What follows belongs to an exercise in optimizing a design on an open flow for small area, a short achievable clock period and few clock cycles per item; a production flow would make more cautious choices.

== JK ==
==> flow/design.v (excerpt) <==
module cordic(
    input wire [31:0]   angle,
    input wire [1:0]    opt,
    input wire          enable,
    input wire          reset,
    input wire          clk,
    output wire signed [31:0] sin_out,
    output wire signed [31:0] cos_out,
    output wire               done
);
clock: 7.0 ns
lec_check: 0
abc_area: 1
cap_margin: 20
core_margin: 2
core_utilization: 40
cts_buf_list: sky130_fd_sc_hd__clkbuf_8
cts_cluster_size: 24
setup_slack_margin: 3.6
slew_margin: 20
standard.sh (not shown) runs the stock make flow with config.mk's settings and CLKGATE_MAP_FILE= SYNTH_SCRIPT=/design/flow/synth_recipe.tcl, a recipe that flattens the netlist after the stock synthesis.
==> flow/flow/run.sh <==
#!/bin/bash
# The standard layout (standard.sh) with extra ORFS settings: port buffers
# made from sky130_fd_sc_hd__buf_1. ORFS writes each step's log under orfs/logs;
# make's own output goes to make.log.
set -euo pipefail
bash standard.sh 'BUFFER_PORTS_ARGS=-buffer_cell sky130_fd_sc_hd__buf_1' finish > make.log 2>&1
Inputs modified between JK and MS:
-- flow/design.v --
<<< JK, line 32
    reg signed [17:0] x, y;
    reg [15:0] z;
    reg [4:0]  m;                
    reg [3:0]  sa, sb;           
    reg        dx, dyn, dz;      
    reg        sat_r, neg_r;     
    reg        sin_en, cos_en;   
    wire done_r = m[4];
    wire run    = enable & ~done_r;
    wire first  = (m[3:0] == 4'd15);
    wire st1    = (m[3:0] == 4'd14);
    wire last   = (m[3:0] == 4'd0);
    wire [17:0] yi = y ^ {18{dx}};
    wire [17:0] xi = x ^ {18{dyn}};
    wire [17:0] ys = $signed(yi) >>> sa;
    wire [17:0] xs = $signed(xi) >>> ~sb;
    wire [17:0] x_nx, y_nx;
    wire [15:0] z_nx;
>>> MS, line 32
    reg signed [17:0] x, y;
    reg [15:0] z;
    reg [4:0]  n;                
    reg        dx, dyn, dz;      
    reg        sat_r, neg_r;     
    reg        sin_en, cos_en;   
    wire done_r = n[4];
    wire run    = enable & ~done_r;
    wire first  = (n[3:0] == 4'd0);
    wire st1    = (n[3:0] == 4'd1);
    wire last   = (n[3:0] == 4'd15);
    wire signed [17:0] yi = y ^ {18{dx}};
    wire signed [17:0] xi = x ^ {18{dyn}};
    wire [17:0] ys = yi >>> n[3:0];
    wire [17:0] xs = xi >>> n[3:0];
    wire [17:0] x_nx, y_nx;
    wire [15:0] z_nx;
<<< JK, line 271
        endcase
    end
    wire [15:0] z_b = st1 ? zc01 : atan_table(~m[3:0]);
    wire        az_m = dz & ~st1;
    wire [15:0] az_b = z_b ^ {16{az_m}};
>>> MS, line 270
        endcase
    end
    wire [15:0] z_b = st1 ? zc01 : atan_table(n[3:0]);
    wire        az_m = dz & ~st1;
    wire [15:0] az_b = z_b ^ {16{az_m}};
<<< JK, line 377
            dyn <= ~d_nx;
            dz  <= d_nx;
            sa  <= first ? 4'd1 : sa + 4'd1;
            sb  <= first ? 4'he : ~(sa + 4'd1);
        end
    end
    always @(posedge clk or posedge reset) begin
        if (reset) begin
            x  <= K;
            y  <= 18'd0;
            m  <= 5'd15;
        end else if (run) begin
            if (!first) x <= (last & ~cos_en) ? 18'd0 : x_nx;
            y  <= first ? (angle[31] ? NK : K) :
                  (last & ~sin_en) ? 18'd0 : y_nx;
            m  <= m - 5'd1;
        end
    end
    assign done    = done_r;
>>> MS, line 376
            dyn <= ~d_nx;
            dz  <= d_nx;
        end
    end
    always @(posedge clk) begin
        if (run) begin
            x <= first ? K : (last & ~cos_en) ? 18'd0 : x_nx;
            y <= first ? (angle[31] ? NK : K) :
                 (last & ~sin_en) ? 18'd0 : y_nx;
        end
    end
    always @(posedge clk or posedge reset) begin
        if (reset)
            n <= 5'd0;
        else if (run)
            n <= n + 5'd1;
    end
    assign done    = done_r;
==> comparison <==
In the reports for JK and MS, the smaller sequential cell count belongs to MS. Changes observed in MS relative to JK: via count -537, netlist area before placement -470 um2, sequential share of layout area +0.49 points.
No run of this note included a check of the RTL's function; only the layout flow was run.

-- re-timing with driven ports --
No port has a modelled driver above. Below, the same layouts with a new extraction and two added sets of constraints. Step 1: set_driving_cell puts a clkbuf_16 on clk and a buf_2 on each other input, an assumption about the parent block. Step 2 also shifts input and output timing later by t, the mid clock arrival at the registers, as if the neighbouring blocks saw the same clock. Slacks: no drivers / after step 1 / after step 2; pairs: no drivers / after step 1.
| run | shift t [ns] | setup slack, ns | latest minus earliest clock arrival (ns) | worst data-port slew with drivers (ns) | cell pins on the clock port's net |
|---|---|---|---|---|---|
| JK | 0.421 | 3.699 / 3.699 / 3.453 | 0.018 / 0.018 | 0.03 | 1 |
| MS | 0.411 | 3.601 / 3.601 / 3.601 | 0.019 / 0.020 | 0.03 | 1 |
After both steps setup and hold are still met in every run listed. For JK, which loses most, drivers alone change the setup slack by 0.000 ns; drivers and shift together by -0.246 ns.
